This is an optimization exercise on Yosys and OpenROAD, whose aim is small area and a short achievable clock period, not a production implementation.
Only simulation tests tie the RTL to the original design; equivalence was not proved.
Power and IR drop assume default switching activity.

==> v16 <==
==> flow/design.v (excerpt) <==
module Project_VMU(pixel, weight, preset, clk, reset, memory);
export LEC_CHECK = 0
export CAP_MARGIN = 20
export CORE_MARGIN = 2
export CORE_UTILIZATION = 40
export PLACE_DENSITY = 0.5
export SLEW_MARGIN = 20
export SYNTH_HIERARCHICAL = 1
export SYNTH_MINIMUM_KEEP_SIZE = 0
create_clock -name core_clock -period 5.5 [get_ports {clk}]
standard.sh (not shown) runs the stock make flow with config.mk's settings and CLKGATE_MAP_FILE= SYNTH_SCRIPT=/design/flow/synth_recipe.tcl, a recipe that flattens the netlist after the stock synthesis.
==> flow/flow/run.sh <==
#!/bin/bash
# Standard layout (standard synthesis and steps), except that the ports get
# sky130_fd_sc_hd__buf_2 buffers instead of the default delay-cell buffers.
set -euo pipefail
export BUFFER_PORTS_ARGS="-buffer_cell sky130_fd_sc_hd__buf_2"
bash standard.sh finish > flow_make.log 2>&1
==> v7 (differences from v16) <==
--- a/flow/design.v
+++ b/flow/design.v
@@ -25,15 +25,15 @@
 reg z;       
 always @(posedge clk) begin
   pr1 <= preset;
   z <= reset;
 end
-wire same = ~(preset ^ pr1);      
-wire na = ~(same & ~z);           
-wire nb = ~(~same & ~z);          
-wire ga = z | ~same;
-wire gh = z | same;
+wire same = ~(preset ^ pr1);                 
+wire na = ~(same & ~z & ~reset);             
+wire nb = ~(~same & ~z & ~reset);            
+wire ga = ~same;
+wire gh = same;
 vmu_cell c0 (.clk(clk), .px(px2[7:0]), .p3(p3_2[9:0]), .s1(s1_2[3:0]), .s2(s2_2[3:0]), .s3(s3_2[3:0]), .na(na), .nb(nb), .ga(ga), .gh(gh), .mem(memory[15:0]));
 vmu_cell c1 (.clk(clk), .px(px2[15:8]), .p3(p3_2[19:10]), .s1(s1_2[3:0]), .s2(s2_2[3:0]), .s3(s3_2[3:0]), .na(na), .nb(nb), .ga(ga), .gh(gh), .mem(memory[31:16]));
 vmu_cell c2 (.clk(clk), .px(px2[23:16]), .p3(p3_2[29:20]), .s1(s1_2[3:0]), .s2(s2_2[3:0]), .s3(s3_2[3:0]), .na(na), .nb(nb), .ga(ga), .gh(gh), .mem(memory[47:32]));
 vmu_cell c3 (.clk(clk), .px(px2[31:24]), .p3(p3_2[39:30]), .s1(s1_2[3:0]), .s2(s2_2[3:0]), .s3(s3_2[3:0]), .na(na), .nb(nb), .ga(ga), .gh(gh), .mem(memory[63:48]));
 vmu_cell c4 (.clk(clk), .px(px2[39:32]), .p3(p3_2[49:40]), .s1(s1_2[3:0]), .s2(s2_2[3:0]), .s3(s3_2[3:0]), .na(na), .nb(nb), .ga(ga), .gh(gh), .mem(memory[79:64]));
- CELL_PAD_IN_SITES_DETAIL_PLACEMENT: unset -> 1
- CTS_CLUSTER_DIAMETER: unset -> 100
- CTS_CLUSTER_SIZE: unset -> 30
- SETUP_SLACK_MARGIN: unset -> 1.5
- SLEW_MARGIN: 20 -> 50
- TNS_END_PERCENT: unset -> 0
==> v14 (differences from v16) <==
--- a/flow/design.v
+++ b/flow/design.v
@@ -25,15 +25,15 @@
 reg z;       
 always @(posedge clk) begin
   pr1 <= preset;
   z <= reset;
 end
-wire same = ~(preset ^ pr1);      
-wire na = ~(same & ~z);           
-wire nb = ~(~same & ~z);          
-wire ga = z | ~same;
-wire gh = z | same;
+wire same = ~(preset ^ pr1);                 
+wire na = ~(same & ~z & ~reset);             
+wire nb = ~(~same & ~z & ~reset);            
+wire ga = ~same;
+wire gh = same;
 vmu_cell c0 (.clk(clk), .px(px2[7:0]), .p3(p3_2[9:0]), .s1(s1_2[3:0]), .s2(s2_2[3:0]), .s3(s3_2[3:0]), .na(na), .nb(nb), .ga(ga), .gh(gh), .mem(memory[15:0]));
 vmu_cell c1 (.clk(clk), .px(px2[15:8]), .p3(p3_2[19:10]), .s1(s1_2[3:0]), .s2(s2_2[3:0]), .s3(s3_2[3:0]), .na(na), .nb(nb), .ga(ga), .gh(gh), .mem(memory[31:16]));
 vmu_cell c2 (.clk(clk), .px(px2[23:16]), .p3(p3_2[29:20]), .s1(s1_2[3:0]), .s2(s2_2[3:0]), .s3(s3_2[3:0]), .na(na), .nb(nb), .ga(ga), .gh(gh), .mem(memory[47:32]));
 vmu_cell c3 (.clk(clk), .px(px2[31:24]), .p3(p3_2[39:30]), .s1(s1_2[3:0]), .s2(s2_2[3:0]), .s3(s3_2[3:0]), .na(na), .nb(nb), .ga(ga), .gh(gh), .mem(memory[63:48]));
 vmu_cell c4 (.clk(clk), .px(px2[39:32]), .p3(p3_2[49:40]), .s1(s1_2[3:0]), .s2(s2_2[3:0]), .s3(s3_2[3:0]), .na(na), .nb(nb), .ga(ga), .gh(gh), .mem(memory[79:64]));
- SETUP_SLACK_MARGIN: unset -> 1.5
- SLEW_MARGIN: 20 -> 50
- TNS_END_PERCENT: unset -> 0
==> metrics.yaml <==
timing:
  worst_pin_slew_ps: 859
  period_minus_slack_ps: 4640
outcome:
  status: "finished clean"
power:
  power_mw: 153
synthesis:
  ys_types: 56
  synthAdderAreaFrac_pct: 31.0
  syn_area_per_cell_sq_um: 10.8
placed_design:
  routabilityCongestion: 0.903
grt:
  grt_pass1_vias: 166000
  grtUsageMet1_pct: 44.2
-- figures above: v14

==> metrics.yaml <==
synthesis:
  synthAdderAreaFrac_pct: 31.4
  ys_types: 52
  synth_area_leader_cell: "dfxtp_1"
  syn_area_per_cell_sq_um: 10.6
grt:
  grt_pass1_vias: 159000
cells_and_area:
  seqCellArea_sq_um: 48700
timing:
  period_minus_slack_ps: 5190
  worst_pin_slew_ps: 1150
placed_design:
  routabilityCongestion: 0.911
outcome:
  status: "finished clean"
-- figures above: v16

==> metrics.yaml <==
timing:
  period_minus_slack_ps: 4780
  worst_pin_slew_ps: 933
grt:
  grtUsageMet1_pct: 45.3
synthesis:
  synthAdderAreaFrac_pct: 31.0
  ys_types: 56
  synth_xor_area_share_pct: 2.88
  syn_area_per_cell_sq_um: 10.8
power:
  powerDensity_nw_per_um2: 666
  power_mw: 144
cells_and_area:
  post-route-cell-area_sq_um: 217000
outcome:
  status: "finished clean"
placed_design:
  routabilityCongestion: 0.903
-- figures above: v7

-- port drivers added, routing unchanged --
How much do the figures lean on ideal ports? The routed layouts below were timed once more, with nothing changed but the port constraints.
Step 1: set_driving_cell puts a clkbuf_16 on clk and a buf_2 on each other input, an assumption about the parent block.
Step 2 also shifts input and output timing later by t, the mid clock arrival at the registers, as if the neighbouring blocks saw the same clock.
Slacks: ideal / step 1 / step 2; pairs: ideal / step 1.
run | t, ns | setup slack, ns | slew at the worst register clock pin (ns) | pins driven straight from the clock port
v16 | 1.125 | 0.306 / 0.306 / 0.306 | 0.07 / 0.07 | 1
v7 | 1.098 | 0.717 / 0.684 / 0.717 | 0.12 / 0.12 | 1
v14 | 1.121 | 0.860 / 0.786 / 0.860 | 0.07 / 0.07 | 1
After both steps every run listed still meets setup and hold.
